What follows belongs to an exercise in optimizing a design on an open flow for small area; a production flow would make more cautious choices. In this exercise RTL edits were held to simulation tests only and were not proved equivalent to the original. The flow treats the clock pin as an ideal source, which a real chip does not have. Power figures rest on the tool's default switching activity, not on a simulated workload.

==> inputs of branch ember <==
==> flow/design.v (excerpt) <==
module processing_unit(
    input clock,
    input reset,
    input start,
    output input_req,
    input [(6 - 1) : 0] input_val,
    input input_ready,
    input [(2 * 2 * 6 - 1) : 0] weight_vals,
    output [(6 - 1) : 0] output_val,
    output output_valid,
    output done
);
==> module processing_unit, before the edit <==
module processing_unit(
    input clock,
    input reset,
    input start,
    output input_req,
    input [(6 - 1) : 0] input_val,
    input input_ready,
    input [(2 * 2 * 6 - 1) : 0] weight_vals,
    output [(6 - 1) : 0] output_val,
    output output_valid,
    output done
);
    localparam  WAIT_FOR_START = 3'd0,
                RESET_SIGNALS = 3'd1,
                WAIT_FOR_INPUT = 3'd2,
                INIT_SIGNALS = 3'd3,
                WAIT_FOR_ZERO = 3'd4,
                OUTPUT_IS_READY = 3'd5,
                INDEX_INCREMENT = 3'd6,
                DONE_FLAG = 3'd7;
    reg [2:0] state, next_state;
    reg [5:0] sc_count;
    reg [1:0] width_index, height_index;
    wire s_frame = (state == RESET_SIGNALS);
    wire run     = (state == WAIT_FOR_ZERO);
    wire s_inc   = (state == INDEX_INCREMENT);
    wire last    = (sc_count == 6'd63);
    assign input_req = (state == WAIT_FOR_INPUT);
    assign done = (state == DONE_FLAG);
    assign output_valid = (state == OUTPUT_IS_READY) && (width_index != 2'd0) && (height_index != 2'd0);
    always @(*) begin
        case (state)
            WAIT_FOR_START:  next_state = start ? RESET_SIGNALS : WAIT_FOR_START;
            RESET_SIGNALS:   next_state = WAIT_FOR_INPUT;
            WAIT_FOR_INPUT:  next_state = input_ready ? INIT_SIGNALS : WAIT_FOR_INPUT;
            INIT_SIGNALS:    next_state = WAIT_FOR_ZERO;
            WAIT_FOR_ZERO:   next_state = last ? OUTPUT_IS_READY : WAIT_FOR_ZERO;
            OUTPUT_IS_READY: next_state = INDEX_INCREMENT;
            INDEX_INCREMENT: next_state = ((width_index == 2'd3) && (height_index == 2'd3)) ? DONE_FLAG : WAIT_FOR_INPUT;
            default:         next_state = WAIT_FOR_START;
        endcase
    end
    always @(posedge clock) begin
        if (reset)
            state <= WAIT_FOR_START;
        else
            state <= next_state;
    end
    always @(posedge clock) begin
        if (reset)
            sc_count <= 0;
        else
            sc_count <= sc_count ^ {run & (&sc_count[4:0]), run & (&sc_count[3:0]), run & (&sc_count[2:0]),
                                    run & (&sc_count[1:0]), run & sc_count[0], run};
    end
    always @(posedge clock) begin
        if (s_frame)
            {height_index, width_index} <= 4'd0;
        else begin
            width_index[0] <= width_index[0] ^ s_inc;
            width_index[1] <= width_index[1] ^ (s_inc & width_index[0]);
            height_index[0] <= height_index[0] ^ (s_inc & (&width_index));
            height_index[1] <= height_index[1] ^ (s_inc & (&width_index) & height_index[0]);
        end
    end
    function automatic ge6(input [5:0] a, input [5:0] b);
        integer k;
        begin
            ge6 = 1'b1;
            for (k = 0; k < 6; k = k + 1)
                ge6 = (a[k] ^ b[k]) ? a[k] : ge6;
        end
    endfunction
    wire half_cnt = sc_count[0];
    reg [6:1] g;
    always @(posedge clock) begin
        if (reset)
            g <= 6'd10;
        else if (run)
            g <= {g[5:1], g[6] ~^ g[5]};
    end
    reg [7:1] q;
    wire q_en = run && !((width_index == 2'd3) && last);
    always @(posedge clock) begin
        if (s_frame)
            q[6:1] <= 6'd25;
        else if (q_en)
            q[6:1] <= {q[5:1], q[6] ~^ q[5]};
        if (q_en)
            q[7] <= q[6];
    end
    wire [5:0] l3 = q[6:1];
    wire [5:0] l4 = q[7:2];
    wire h3 = (6'd32 >= l3);
    wire h4 = (6'd32 >= l4);
    wire in_x = ge6(input_val, g);
    wire mx10 = ge6(weight_vals[12 +: 6], l3) ~^ in_x;
    wire mx11 = ge6(weight_vals[18 +: 6], l4) ~^ in_x;
    wire ry00 = (width_index == 2'd2) ? height_index[1] : h3;
    reg ry01, x10, y10, x11, y11;
    always @(posedge clock) begin
        if (s_frame) begin
            {ry01, x10, y10, x11, y11} <= 5'd0;
        end else if (run && (height_index != 2'd0)) begin
            if (width_index != 2'd3) begin
                ry01 <= ry00 ~^ h3;
                x10 <= mx10 ~^ ry01;
                y10 <= ry01 ~^ h3;
            end
            if (width_index != 2'd0) begin
                x11 <= half_cnt ? (mx11 ~^ y10) : x10;
                y11 <= y10 ~^ h4;
            end
        end
    end
    reg [5:0] ne;
    wire sc_est = ge6(~g, ne);
    wire est_max = (ne == 6'd0);
    wire est_min = (ne == 6'd63);
    wire up = (~est_max) & (x11 | est_min);
    wire cnt_en = x11 ^ (y11 ~^ sc_est);
    reg [6:0] ne_t;
    integer k;
    always @(*) begin
        ne_t[0] = run & cnt_en;
        for (k = 0; k < 6; k = k + 1)
            ne_t[k + 1] = ne_t[k] & (ne[k] ^ up);
    end
    always @(posedge clock) begin
        if (reset)
            ne <= 6'd63;
        else
            ne <= ne ^ ne_t[5:0];
    end
    assign output_val = ne;
endmodule
Settings: LEC_CHECK=0, CAP_MARGIN=20, CORE_MARGIN=2, CORE_UTILIZATION=40, SLEW_MARGIN=20; clock period 6.0 ns.
standard.sh (not shown) runs the stock make flow with config.mk's settings and CLKGATE_MAP_FILE= SYNTH_SCRIPT=/design/flow/synth_recipe.tcl, a recipe that flattens the netlist after the stock synthesis.
==> flow/flow/run.sh <==
#!/bin/bash
set -euo pipefail
export BUFFER_PORTS_ARGS="-buffer_cell sky130_fd_sc_hd__buf_1"
export CTS_ARGS="-sink_clustering_enable -sink_clustering_levels 1 -sink_clustering_size 40 -sink_clustering_max_diameter 300 -repair_clock_nets -dont_use_dummy_load -buf_list sky130_fd_sc_hd__clkbuf_16"
bash standard.sh > standard.log 2>&1
==> inputs of branch pepper, as changes to branch ember <==
--- a/flow/design.v
+++ b/flow/design.v
@@ -25,3 +25,2 @@
     wire run     = (state == WAIT_FOR_ZERO);
-    wire s_inc   = (state == INDEX_INCREMENT);
     wire last    = (sc_count == 6'd63);
@@ -51,5 +50,4 @@
             sc_count <= 0;
-        else
-            sc_count <= sc_count ^ {run & (&sc_count[4:0]), run & (&sc_count[3:0]), run & (&sc_count[2:0]),
-                                    run & (&sc_count[1:0]), run & sc_count[0], run};
+        else if (run)
+            sc_count <= sc_count + 1'b1;
     end
@@ -58,17 +56,5 @@
             {height_index, width_index} <= 4'd0;
-        else begin
-            width_index[0] <= width_index[0] ^ s_inc;
-            width_index[1] <= width_index[1] ^ (s_inc & width_index[0]);
-            height_index[0] <= height_index[0] ^ (s_inc & (&width_index));
-            height_index[1] <= height_index[1] ^ (s_inc & (&width_index) & height_index[0]);
-        end
+        else if (state == INDEX_INCREMENT)
+            {height_index, width_index} <= {height_index, width_index} + 1'b1;
     end
-    function automatic ge6(input [5:0] a, input [5:0] b);
-        integer k;
-        begin
-            ge6 = 1'b1;
-            for (k = 0; k < 6; k = k + 1)
-                ge6 = (a[k] ^ b[k]) ? a[k] : ge6;
-        end
-    endfunction
     wire half_cnt = sc_count[0];
@@ -95,5 +81,5 @@
     wire h4 = (6'd32 >= l4);
-    wire in_x = ge6(input_val, g);
-    wire mx10 = ge6(weight_vals[12 +: 6], l3) ~^ in_x;
-    wire mx11 = ge6(weight_vals[18 +: 6], l4) ~^ in_x;
+    wire in_x = (input_val >= g);
+    wire mx10 = (weight_vals[12 +: 6] >= l3) ~^ in_x;
+    wire mx11 = (weight_vals[18 +: 6] >= l4) ~^ in_x;
     wire ry00 = (width_index == 2'd2) ? height_index[1] : h3;
@@ -115,22 +101,15 @@
     end
-    reg [5:0] ne;
-    wire sc_est = ge6(~g, ne);
-    wire est_max = (ne == 6'd0);
-    wire est_min = (ne == 6'd63);
+    reg [5:0] est;
+    wire sc_est = (est >= g);
+    wire est_max = (est == 6'd63);
+    wire est_min = (est == 6'd0);
     wire up = (~est_max) & (x11 | est_min);
     wire cnt_en = x11 ^ (y11 ~^ sc_est);
-    reg [6:0] ne_t;
-    integer k;
-    always @(*) begin
-        ne_t[0] = run & cnt_en;
-        for (k = 0; k < 6; k = k + 1)
-            ne_t[k + 1] = ne_t[k] & (ne[k] ^ up);
-    end
     always @(posedge clock) begin
         if (reset)
-            ne <= 6'd63;
-        else
-            ne <= ne ^ ne_t[5:0];
+            est <= 0;
+        else if (run && cnt_en)
+            est <= up ? est + 1'b1 : est - 1'b1;
     end
-    assign output_val = ne;
+    assign output_val = ~est;
 endmodule
==> flow/run.sh (new file) <==
#!/bin/bash
# synth_recipe.tcl (not shown) runs the flow's synth.tcl, then flattens the netlist and writes it again
# the make line also repeats each setting of config.mk as NAME=value (left out here)
make -C /OpenROAD-flow-scripts/flow DESIGN_CONFIG=/design/flow/config.mk WORK_HOME=/design/flow/orfs CLKGATE_MAP_FILE= SYNTH_SCRIPT=/design/flow/synth_recipe.tcl finish
removed: flow/flow/run.sh
removed: flow/standard.sh
==> comparison table <==
Minimum setup slack in the final design: branch ember 3.22 ns; branch pepper 2.71 ns
Number of global-route vias before repair: branch ember 1707; branch pepper 1767
Initial cell density of the core: branch ember 41.8%; branch pepper 41.3%
Status: branch ember finished clean; branch pepper finished clean
Tapcells: branch ember 70; branch pepper 75
GRT met2 Usage: branch ember 24.1%; branch pepper 23.2%
Total non-filler cell area in the finished layout: branch ember 2420 um^2; branch pepper 2860 um^2
Overall via count from detail_route: branch ember 1864; branch pepper 1962
Hold-critical path endpoint: branch ember g[3]; branch pepper q[5]
Wire length of the first global-routing pass: branch ember 7.67 mm; branch pepper 7.91 mm
Share of cell area taken by multi-input logic gates: branch ember 52.7%; branch pepper 53.5%
Hold Crit Depth: branch ember 2; branch pepper 1
Area of combinational cells with multiple inputs: branch ember 1270 um^2; branch pepper 1530 um^2
Final period utilization: branch ember 46.4%; branch pepper 54.8%
Area of the core: branch ember 5140 um^2; branch pepper 5890 um^2
Worst VDD drop: branch ember 0.129 mV; branch pepper 0.112 mV
LEAKAGE: branch ember 0.000958 uW; branch pepper 0.00118 uW

* * *

==> v34 <==
==> flow/design.v <==
module processing_unit(
    input clock,
    input reset,
    input start,
    output input_req,
    input [(6 - 1) : 0] input_val,
    input input_ready,
    input [(2 * 2 * 6 - 1) : 0] weight_vals,
    output [(6 - 1) : 0] output_val,
    output output_valid,
    output done
);
    reg run_f;
    reg [5:0] c;
    reg [1:0] width_index, height_index;
    wire run     = run_f;
    wire c_is3   = (c == 6'd3);
    wire last    = run_f & c_is3;
    wire [2:0] st = c[2:0];
    wire s_frame = !run_f && (st == 3'd1);
    wire s_inc   = !run_f && (st == 3'd5);
    wire last_px = (width_index == 2'd3) && (height_index == 2'd3);
    assign input_req = !run_f && (st == 3'd2);
    assign done = !run_f && (st == 3'd6);
    assign output_valid = !run_f && (st == 3'd4) && (width_index != 2'd0) && (height_index != 2'd0);
    wire c_inc = run_f || (st == 3'd1) || (st == 3'd3) || (st == 3'd4)
              || ((st == 3'd2) && input_ready) || ((st == 3'd0) && start)
              || ((st == 3'd5) && last_px);
    always @(posedge clock) begin
        if (reset || (!run_f && (st == 3'd6)))
            c <= 6'd0;
        else if (!run_f && (st == 3'd5) && !last_px)
            c <= 6'd2;
        else
            c <= c ^ {c_inc & (&c[4:0]), c_inc & (&c[3:0]), c_inc & (&c[2:0]),
                      c_inc & (&c[1:0]), c_inc & c[0], c_inc};
        run_f <= !reset && (run_f ^ c_is3);
    end
    always @(posedge clock) begin
        if (s_frame)
            {height_index, width_index} <= 4'd0;
        else begin
            width_index[0] <= width_index[0] ^ s_inc;
            width_index[1] <= width_index[1] ^ (s_inc & width_index[0]);
            height_index[0] <= height_index[0] ^ (s_inc & (&width_index));
            height_index[1] <= height_index[1] ^ (s_inc & (&width_index) & height_index[0]);
        end
    end
    function automatic ge6(input [5:0] a, input [5:0] b);
        integer k;
        begin
            ge6 = 1'b1;
            for (k = 0; k < 6; k = k + 1)
                ge6 = (a[k] ^ b[k]) ? a[k] : ge6;
        end
    endfunction
    wire half_cnt = c[0];
    reg [6:1] gn;
    wire [6:1] g = ~gn;
    always @(posedge clock) begin
        if (reset)
            gn <= ~6'd10;
        else if (run)
            gn <= ~{g[5:1], g[6] ~^ g[5]};
    end
    reg [6:1] qn;
    wire [6:1] q = ~qn;
    wire q_en = run && !((width_index == 2'd3) && last);
    always @(posedge clock) begin
        if (s_frame)
            qn <= ~6'd12;
        else if (q_en)
            qn <= ~{q[5:1], q[6] ~^ q[5]};
    end
    wire [5:0] l4 = q[6:1];
    wire [5:0] l3 = {q[5:1], q[6] ~^ q[5]};
    wire h3 = (6'd32 >= l3);
    wire h4 = (6'd32 >= l4);
    wire in_x = ge6(input_val, g);
    wire mx10 = ge6(weight_vals[12 +: 6], l3) ~^ in_x;
    wire mx11 = ge6(weight_vals[18 +: 6], l4) ~^ in_x;
    wire t0 = run_f && (c == 6'd4);
    wire ry01 = (width_index == 2'd2) ? (t0 | (height_index[1] ~^ h4))
                                      : !((width_index == 2'd0) && t0);
    reg x10, y10, x11, y11;
    always @(posedge clock) begin
        if (run && (width_index != 2'd3)) begin
            x10 <= mx10 ~^ ry01;
            y10 <= ry01 ~^ h3;
        end
    end
    always @(posedge clock) begin
        if (s_frame)
            {x11, y11} <= 2'd0;
        else if (run && (height_index != 2'd0) && (width_index != 2'd0)) begin
            x11 <= half_cnt ? (mx11 ~^ y10) : x10;
            y11 <= y10 ~^ h4;
        end
    end
    reg [5:0] ne;
    wire sc_est = ge6(~g, ne);
    wire cnt_en = x11 ^ (y11 ~^ sc_est);
    wire en = run & cnt_en;
    wire [5:0] a = ne ^ {6{x11}};
    wire wrap = &a;
    wire [5:0] flip;
    assign flip[0] = en;
    genvar k;
    for (k = 1; k < 6; k = k + 1) begin : flips
        assign flip[k] = en & (&a[k-1:0]) & ~wrap;
    end
    always @(posedge clock) begin
        if (reset)
            ne <= 6'd63;
        else
            ne <= ne ^ flip;
    end
    assign output_val = ne;
endmodule
==> flow/flow/run.sh <==
#!/bin/bash
# The standard layout (standard.sh), with these changes:
# - synthesis is the standard one (synth_recipe.tcl and ORFS's synth.tcl) with
#   only the combinational mapping changed: no full/half-adder extraction
#   (ADDER_MAP_FILE empty) and an area-oriented ABC script. The synthesis is
#   tried with each script in flow/abc/ (some run ABC's &deepsyn with a fixed
#   iteration limit and seed, so every script is deterministic) and the one
#   giving the smallest cell area is used. Registers are mapped before ABC
#   runs, so they are the standard ones;
# - port buffers are plain buf_1 cells;
# - the clock tree is CLKBUF_COUNT clock buffers built by
#   flow/cts_one_buffer.tcl in place of ORFS's CTS step.
# Each tool's output goes to a log file of its own in this folder.
set -euo pipefail
W=$PWD
export BUFFER_PORTS_ARGS="-buffer_cell sky130_fd_sc_hd__buf_1"

sed -e 's#log_cmd abc {\*}\$abc_args#set abc_args [lreplace $abc_args 1 1 $::env(AREA_ABC_SCRIPT)]\n  log_cmd abc {*}$abc_args#' \
  $FLOW_HOME/scripts/synth.tcl > $W/synth_area.tcl
grep -q AREA_ABC_SCRIPT $W/synth_area.tcl
sed -e "s#source \$::env(SCRIPTS_DIR)/synth.tcl#source $W/synth_area.tcl#" synth_recipe.tcl > $W/synth_recipe_area.tcl
grep -q synth_area.tcl $W/synth_recipe_area.tcl

# synth_area.sh WORK_HOME: standard.sh's make command with our synthesis script
make_synth() {
  sed -e "s#SYNTH_SCRIPT=[^ ]*#SYNTH_SCRIPT=$W/synth_recipe_area.tcl ADDER_MAP_FILE=#" \
      -e "s#WORK_HOME=[^ ]*#WORK_HOME=$1#" standard.sh > $2
  grep -q synth_recipe_area.tcl $2
}

# try each script, at most NUM_CORES at a time
try_one() {
  local a=$1 n
  n=$(basename $a .abc)
  make_synth $W/try_$n $W/try_$n.sh
  AREA_ABC_SCRIPT=$a bash $W/try_$n.sh synth > try_$n.log 2>&1 || true
}
jobs_max=${NUM_CORES:-4}
for a in $W/flow/abc/*.abc; do
  while [[ $(jobs -rp | wc -l) -ge $jobs_max ]]; do sleep 1; done
  try_one $a &
done
wait
best=""; best_area=""
for a in $W/flow/abc/*.abc; do
  n=$(basename $a .abc)
  f=$W/try_$n/reports/${FLOW_PLATFORM}/processing_unit/base/synth_stat.txt
  [[ -f $f ]] || continue
  area=$(grep "Chip area" $f | awk '{print $NF}')
  echo "$n $area" >> synth_tries.log
  if [[ -z "$best" ]] || awk -v a="$area" -v b="$best_area" 'BEGIN{exit !(a < b)}'; then
    best=$a; best_area=$area
  fi
done
[[ -n "$best" ]] || best=$W/flow/abc/s9.abc
echo "chosen: $best $best_area" >> synth_tries.log
rm -rf $W/try_*/objects $W/try_*/results
make_synth $W/orfs $W/synth_area.sh
AREA_ABC_SCRIPT=$best bash $W/synth_area.sh synth > synth_area.log 2>&1

bash standard.sh place > standard_place.log 2>&1
R=orfs/results/${FLOW_PLATFORM}/processing_unit/base
export RESULTS_DIR=$W/$R
export CLKBUF_CELL=${CLKBUF_CELL:-sky130_fd_sc_hd__clkbuf_8}
export CLKBUF_COUNT=${CLKBUF_COUNT:-2}
openroad -no_init -exit flow/cts_one_buffer.tcl > cts_one_buffer.log 2>&1
cp $R/4_1_cts.odb $R/4_cts.odb
touch $R/4_cts.sdc
bash standard.sh finish > standard_finish.log 2>&1
==> flow/flow/abc/s12.abc <==
strash
dch
amap
topo
stime -c
==> flow/flow/abc/s18.abc <==
strash
dch
map -a
strash
dch
amap
topo
stime -c
==> flow/flow/abc/s21.abc <==
&get -n
&st
&dch -f
&nf -R 1000 -p
&put
topo
stime -c
==> flow/flow/abc/s22.abc <==
&get -n
&st
&dch -f
&nf -R 1000 -p -F 8 -C 32
&put
topo
stime -c
==> flow/flow/abc/s23.abc <==
strash
dch -f
amap -m -F 4 -A 8
topo
stime -c
==> flow/flow/abc/s24.abc <==
strash
dch -f
amap -F 4 -A 8 -C 1000
topo
stime -c
==> flow/flow/abc/s7.abc <==
strash
dch -f
amap
topo
stime -c
==> flow/flow/abc/s9.abc <==
strash
dch
map -a
strash
dch
map -a
topo
stime -c
==> flow/flow/abc/sdB.abc <==
strash
&get -n
&deepsyn -J 200
&put
dch
amap
topo
stime -c
==> flow/flow/abc/sdS1.abc <==
strash
&get -n
&deepsyn -J 200 -S 1
&put
dch
amap
topo
stime -c
==> flow/flow/abc/sdS3.abc <==
strash
&get -n
&deepsyn -J 200 -S 3
&put
dch
amap
topo
stime -c
==> flow/flow/abc/sdS4.abc <==
strash
&get -n
&deepsyn -J 200 -S 4
&put
dch
amap
topo
stime -c
==> flow/flow/cts_one_buffer.tcl <==
# Small clock tree: the clock port drives CLKBUF_COUNT clock buffers, each at
# the centre of its share of the registers (split by x position), and each
# buffer drives its registers' clock pins directly.
set plat $::env(FLOW_HOME)/platforms/$::env(FLOW_PLATFORM)
read_liberty $plat/lib/sky130_fd_sc_hd__tt_025C_1v80.lib
read_db $::env(RESULTS_DIR)/3_place.odb
read_sdc $::env(RESULTS_DIR)/3_place.sdc
source $plat/setRC.tcl

set block [ord::get_db_block]
set dbu [$block getDbUnitsPerMicron]
set k $::env(CLKBUF_COUNT)
set regs {}
foreach inst [$block getInsts] {
  if { [[$inst getMaster] isSequential] } {
    set bb [$inst getBBox]
    lappend regs [list [expr {([$bb xMin] + [$bb xMax]) / 2.0 / $dbu}] \
                       [expr {([$bb yMin] + [$bb yMax]) / 2.0 / $dbu}] [$inst getName]]
  }
}
set regs [lsort -real -index 0 $regs]
set n [llength $regs]
puts "registers: $n, clock buffers: $k"
# k-means on the register positions, seeded with strips sorted by x
for {set i 0} {$i < $n} {incr i} { set grp($i) [expr {$i * $k / $n}] }
for {set it 0} {$it < 20} {incr it} {
  for {set g 0} {$g < $k} {incr g} { set cx($g) 0.0; set cy($g) 0.0; set cn($g) 0 }
  for {set i 0} {$i < $n} {incr i} {
    set g $grp($i); set r [lindex $regs $i]
    set cx($g) [expr {$cx($g) + [lindex $r 0]}]; set cy($g) [expr {$cy($g) + [lindex $r 1]}]; incr cn($g)
  }
  for {set g 0} {$g < $k} {incr g} {
    if { $cn($g) > 0 } { set cx($g) [expr {$cx($g) / $cn($g)}]; set cy($g) [expr {$cy($g) / $cn($g)}] }
  }
  for {set i 0} {$i < $n} {incr i} {
    set r [lindex $regs $i]; set best -1; set bd 1e18
    for {set g 0} {$g < $k} {incr g} {
      if { $cn($g) == 0 } continue
      set d [expr {pow([lindex $r 0] - $cx($g), 2) + pow([lindex $r 1] - $cy($g), 2)}]
      if { $d < $bd } { set bd $d; set best $g }
    }
    set grp($i) $best
  }
}
for {set g 0} {$g < $k} {incr g} {
  set pins {}; set sx 0.0; set sy 0.0; set m 0
  for {set i 0} {$i < $n} {incr i} {
    if { $grp($i) != $g } continue
    set r [lindex $regs $i]
    set sx [expr {$sx + [lindex $r 0]}]; set sy [expr {$sy + [lindex $r 1]}]; incr m
    lappend pins [get_pins "[lindex $r 2]/CLK"]
  }
  if { $m == 0 } continue
  insert_buffer -buffer_cell $::env(CLKBUF_CELL) -net clock -load_pins $pins \
    -location [list [expr {$sx / $m}] [expr {$sy / $m}]] -buffer_name clkbuf_$g
}
set clkin [$block findNet clock]
$clkin setSigType CLOCK
foreach it [$clkin getITerms] {
  set buf [$it getInst]
  set net [[$buf findITerm X] getNet]
  $net setSigType CLOCK
  puts "clock buffer [$buf getName] ([[$buf getMaster] getName]) drives [llength [$net getITerms]] pins"
}
if { [llength [$clkin getITerms]] > $k || [llength [$clkin getITerms]] > 4 } { error "clock port drives [llength [$clkin getITerms]] pins" }

detailed_placement
check_placement -verbose
set_propagated_clock [all_clocks]
estimate_parasitics -placement
report_clock_skew
report_checks -path_delay min_max
report_check_types -max_slew -max_capacitance -violators
write_db $::env(RESULTS_DIR)/4_1_cts.odb
write_sdc -no_timestamp $::env(RESULTS_DIR)/4_cts.sdc
==> flow/standard.sh <==
#!/bin/bash
# synth_recipe.tcl (not shown) runs the flow's synth.tcl, then flattens the netlist and writes it again
# the make line also repeats each setting of config.mk as NAME=value (left out here)
make -C /OpenROAD-flow-scripts/flow DESIGN_CONFIG=/design/flow/config.mk WORK_HOME=/design/flow/orfs CLKGATE_MAP_FILE= SYNTH_SCRIPT=/design/flow/synth_recipe.tcl "${@:-finish}"
==> flow/config.mk <==
export PLATFORM = sky130hd
export DESIGN_NAME = processing_unit
export DESIGN_NICKNAME = processing_unit
export VERILOG_FILES = /design/flow/design.v
export SDC_FILE = /design/flow/constraint.sdc
export NUM_CORES = 4
export LEC_CHECK = 0
export CAP_MARGIN = 20
export CORE_AREA = 2.3 2.72 59.8 59.84
export DIE_AREA = 0 0 62 62
export SLEW_MARGIN = 20
==> flow/constraint.sdc <==
create_clock -name core_clock -period 6.0 [get_ports {clock}]
set_input_delay 1.2000 -clock core_clock [delete_from_list [all_inputs] [get_ports {clock}]]
set_output_delay 1.2000 -clock core_clock [all_outputs]
set_load 0.01 [all_outputs]
==> v37 (differences from v34) <==
--- a/flow/design.v
+++ b/flow/design.v
@@ -11,29 +11,43 @@
     output done
 );
-    reg run_f;
-    reg [5:0] c;
+    localparam  WAIT_FOR_START = 3'd0,
+                RESET_SIGNALS = 3'd1,
+                WAIT_FOR_INPUT = 3'd2,
+                INIT_SIGNALS = 3'd3,
+                WAIT_FOR_ZERO = 3'd4,
+                OUTPUT_IS_READY = 3'd5,
+                INDEX_INCREMENT = 3'd6,
+                DONE_FLAG = 3'd7;
+    reg [2:0] state, next_state;
+    reg [5:0] sc_count;
     reg [1:0] width_index, height_index;
-    wire run     = run_f;
-    wire c_is3   = (c == 6'd3);
-    wire last    = run_f & c_is3;
-    wire [2:0] st = c[2:0];
-    wire s_frame = !run_f && (st == 3'd1);
-    wire s_inc   = !run_f && (st == 3'd5);
-    wire last_px = (width_index == 2'd3) && (height_index == 2'd3);
-    assign input_req = !run_f && (st == 3'd2);
-    assign done = !run_f && (st == 3'd6);
-    assign output_valid = !run_f && (st == 3'd4) && (width_index != 2'd0) && (height_index != 2'd0);
-    wire c_inc = run_f || (st == 3'd1) || (st == 3'd3) || (st == 3'd4)
-              || ((st == 3'd2) && input_ready) || ((st == 3'd0) && start)
-              || ((st == 3'd5) && last_px);
+    wire s_frame = (state == RESET_SIGNALS);
+    wire run     = (state == WAIT_FOR_ZERO);
+    wire s_inc   = (state == INDEX_INCREMENT);
+    wire last    = (sc_count == 6'd63);
+    assign input_req = (state == WAIT_FOR_INPUT);
+    assign done = (state == DONE_FLAG);
+    assign output_valid = (state == OUTPUT_IS_READY) && (width_index != 2'd0) && (height_index != 2'd0);
+    always @(*) begin
+        case (state)
+            WAIT_FOR_START:  next_state = start ? RESET_SIGNALS : WAIT_FOR_START;
+            RESET_SIGNALS:   next_state = WAIT_FOR_INPUT;
+            WAIT_FOR_INPUT:  next_state = input_ready ? INIT_SIGNALS : WAIT_FOR_INPUT;
+            INIT_SIGNALS:    next_state = WAIT_FOR_ZERO;
+            WAIT_FOR_ZERO:   next_state = last ? OUTPUT_IS_READY : WAIT_FOR_ZERO;
+            OUTPUT_IS_READY: next_state = INDEX_INCREMENT;
+            INDEX_INCREMENT: next_state = ((width_index == 2'd3) && (height_index == 2'd3)) ? DONE_FLAG : WAIT_FOR_INPUT;
+            default:         next_state = WAIT_FOR_START;
+        endcase
+    end
     always @(posedge clock) begin
-        if (reset || (!run_f && (st == 3'd6)))
-            c <= 6'd0;
-        else if (!run_f && (st == 3'd5) && !last_px)
-            c <= 6'd2;
+        if (reset)
+            state <= WAIT_FOR_START;
         else
-            c <= c ^ {c_inc & (&c[4:0]), c_inc & (&c[3:0]), c_inc & (&c[2:0]),
-                      c_inc & (&c[1:0]), c_inc & c[0], c_inc};
-        run_f <= !reset && (run_f ^ c_is3);
+            state <= next_state;
+    end
+    always @(posedge clock) begin
+        sc_count <= {6{run}} & (sc_count ^ {&sc_count[4:0], &sc_count[3:0], &sc_count[2:0],
+                                            &sc_count[1:0], sc_count[0], 1'b1});
     end
     always @(posedge clock) begin
@@ -55,5 +69,5 @@
         end
     endfunction
-    wire half_cnt = c[0];
+    wire half_cnt = sc_count[0];
     reg [6:1] gn;
     wire [6:1] g = ~gn;
@@ -80,5 +94,5 @@
     wire mx10 = ge6(weight_vals[12 +: 6], l3) ~^ in_x;
     wire mx11 = ge6(weight_vals[18 +: 6], l4) ~^ in_x;
-    wire t0 = run_f && (c == 6'd4);
+    wire t0 = (sc_count == 6'd0);
     wire ry01 = (width_index == 2'd2) ? (t0 | (height_index[1] ~^ h4))
                                       : !((width_index == 2'd0) && t0);
--- a/flow/flow/run.sh
+++ b/flow/flow/run.sh
@@ -4,8 +4,7 @@
 #   only the combinational mapping changed: no full/half-adder extraction
 #   (ADDER_MAP_FILE empty) and an area-oriented ABC script. The synthesis is
-#   tried with each script in flow/abc/ (some run ABC's &deepsyn with a fixed
-#   iteration limit and seed, so every script is deterministic) and the one
-#   giving the smallest cell area is used. Registers are mapped before ABC
-#   runs, so they are the standard ones;
+#   tried with each script in flow/abc/ and the one giving the smallest cell
+#   area is used. Registers are mapped before ABC runs, so they are the
+#   standard ones;
 # - port buffers are plain buf_1 cells;
 # - the clock tree is CLKBUF_COUNT clock buffers built by
@@ -29,23 +28,10 @@
 }
 
-# try each script, at most NUM_CORES at a time
-try_one() {
-  local a=$1 n
-  n=$(basename $a .abc)
-  make_synth $W/try_$n $W/try_$n.sh
-  AREA_ABC_SCRIPT=$a bash $W/try_$n.sh synth > try_$n.log 2>&1 || true
-}
-jobs_max=${NUM_CORES:-4}
-for a in $W/flow/abc/*.abc; do
-  while [[ $(jobs -rp | wc -l) -ge $jobs_max ]]; do sleep 1; done
-  try_one $a &
-done
-wait
 best=""; best_area=""
 for a in $W/flow/abc/*.abc; do
   n=$(basename $a .abc)
-  f=$W/try_$n/reports/${FLOW_PLATFORM}/processing_unit/base/synth_stat.txt
-  [[ -f $f ]] || continue
-  area=$(grep "Chip area" $f | awk '{print $NF}')
+  make_synth $W/try_$n $W/try_$n.sh
+  AREA_ABC_SCRIPT=$a bash $W/try_$n.sh synth > try_$n.log 2>&1 || continue
+  area=$(grep "Chip area" $W/try_$n/reports/${FLOW_PLATFORM}/processing_unit/base/synth_stat.txt | awk '{print $NF}')
   echo "$n $area" >> synth_tries.log
   if [[ -z "$best" ]] || awk -v a="$area" -v b="$best_area" 'BEGIN{exit !(a < b)}'; then
@@ -53,5 +39,4 @@
   fi
 done
-[[ -n "$best" ]] || best=$W/flow/abc/s9.abc
 echo "chosen: $best $best_area" >> synth_tries.log
 rm -rf $W/try_*/objects $W/try_*/results
removed: flow/flow/abc/sdB.abc
removed: flow/flow/abc/sdS1.abc
removed: flow/flow/abc/sdS3.abc
removed: flow/flow/abc/sdS4.abc
==> v7 (differences from v34) <==
--- a/flow/flow/run.sh
+++ b/flow/flow/run.sh
@@ -4,8 +4,7 @@
 #   only the combinational mapping changed: no full/half-adder extraction
 #   (ADDER_MAP_FILE empty) and an area-oriented ABC script. The synthesis is
-#   tried with each script in flow/abc/ (some run ABC's &deepsyn with a fixed
-#   iteration limit and seed, so every script is deterministic) and the one
-#   giving the smallest cell area is used. Registers are mapped before ABC
-#   runs, so they are the standard ones;
+#   tried with each script in flow/abc/ and the one giving the smallest cell
+#   area is used. Registers are mapped before ABC runs, so they are the
+#   standard ones;
 # - port buffers are plain buf_1 cells;
 # - the clock tree is CLKBUF_COUNT clock buffers built by
@@ -29,23 +28,10 @@
 }
 
-# try each script, at most NUM_CORES at a time
-try_one() {
-  local a=$1 n
-  n=$(basename $a .abc)
-  make_synth $W/try_$n $W/try_$n.sh
-  AREA_ABC_SCRIPT=$a bash $W/try_$n.sh synth > try_$n.log 2>&1 || true
-}
-jobs_max=${NUM_CORES:-4}
-for a in $W/flow/abc/*.abc; do
-  while [[ $(jobs -rp | wc -l) -ge $jobs_max ]]; do sleep 1; done
-  try_one $a &
-done
-wait
 best=""; best_area=""
 for a in $W/flow/abc/*.abc; do
   n=$(basename $a .abc)
-  f=$W/try_$n/reports/${FLOW_PLATFORM}/processing_unit/base/synth_stat.txt
-  [[ -f $f ]] || continue
-  area=$(grep "Chip area" $f | awk '{print $NF}')
+  make_synth $W/try_$n $W/try_$n.sh
+  AREA_ABC_SCRIPT=$a bash $W/try_$n.sh synth > try_$n.log 2>&1 || continue
+  area=$(grep "Chip area" $W/try_$n/reports/${FLOW_PLATFORM}/processing_unit/base/synth_stat.txt | awk '{print $NF}')
   echo "$n $area" >> synth_tries.log
   if [[ -z "$best" ]] || awk -v a="$area" -v b="$best_area" 'BEGIN{exit !(a < b)}'; then
@@ -53,5 +39,4 @@
   fi
 done
-[[ -n "$best" ]] || best=$W/flow/abc/s9.abc
 echo "chosen: $best $best_area" >> synth_tries.log
 rm -rf $W/try_*/objects $W/try_*/results
removed: flow/flow/abc/sdB.abc
removed: flow/flow/abc/sdS1.abc
removed: flow/flow/abc/sdS3.abc
removed: flow/flow/abc/sdS4.abc
==> impl_metrics.tcl <==
set metrics [dict create \
    outcome "no timing/DRC/antenna violations" \
    timing.rr.end "ne[5]" \
    grt_pass1_wl_um 5610 \
    wl_met3_um 83 \
    crit_cells 15 \
]
That was v34.
==> impl_metrics.tcl <==
set metrics [dict create \
    outcome "no timing/DRC/antenna violations" \
    n_clock_buffer 2 \
    final_common_cell "clkinv_1" \
    period_minus_slack_ps 3190 \
    whs_path_depth 1 \
    timing.rr.end "qn[5]" \
    wl_met3_um 148 \
    gp_congestion 0.817 \
    crit_cells 8 \
]
That was v37.
==> impl_metrics.tcl <==
set metrics [dict create \
    timing.rr.end "ne[3]" \
    wl_met3_um 161 \
    crit_cells 16 \
    drc_errors 0 \
    outcome "no timing/DRC/antenna violations" \
    multi_input_area_um2 866 \
    final_cell_mix "clkinv_1 (34), nor2_1 (31), dfxtp_1 (31)" \
]
That was v7.

==> afterwards: timing with drivers on the ports <==
Ports are ideal in the flow. The routed layouts listed here were re-timed in OpenROAD.
Step 1 sets driving cells, clkbuf_16 on the clock port and buf_2 on the other inputs (assumed; they add their load-dependent delay and slew).
Step 2 moves the port delays by t, midway between the first and last clock arrival at a register: inputs arrive t later, outputs are due t later. That takes back most of the time a late clock gives input paths.
Three values: ideal ports, drivers, drivers and shift; two values: the first two.
| run | t, ns | setup WS [ns] | worst setup path after step 2 | worst data-port slew with drivers (ns) | pins driven straight from the clock port |
|---|---|---|---|---|---|
| branch ember | 0.303 | 3.216 / 3.228 / 2.925 | input to register | 0.03 | 1 |
| branch pepper | 0.305 | 2.709 / 2.683 / 2.751 | input to register | 0.03 | 1 |
| v34 | 0.188 | 3.198 / 3.198 / 3.112 | input to register | 0.03 | 2 |
| v37 | 0.196 | 2.815 / 2.815 / 2.815 | register to register | 0.03 | 2 |
| v7 | 0.193 | 2.977 / 2.977 / 2.904 | input to register | 0.03 | 2 |
After both steps every run listed still meets setup and hold. For branch ember, which loses most, drivers alone change the setup slack by +0.012 ns; drivers and shift together by -0.291 ns.
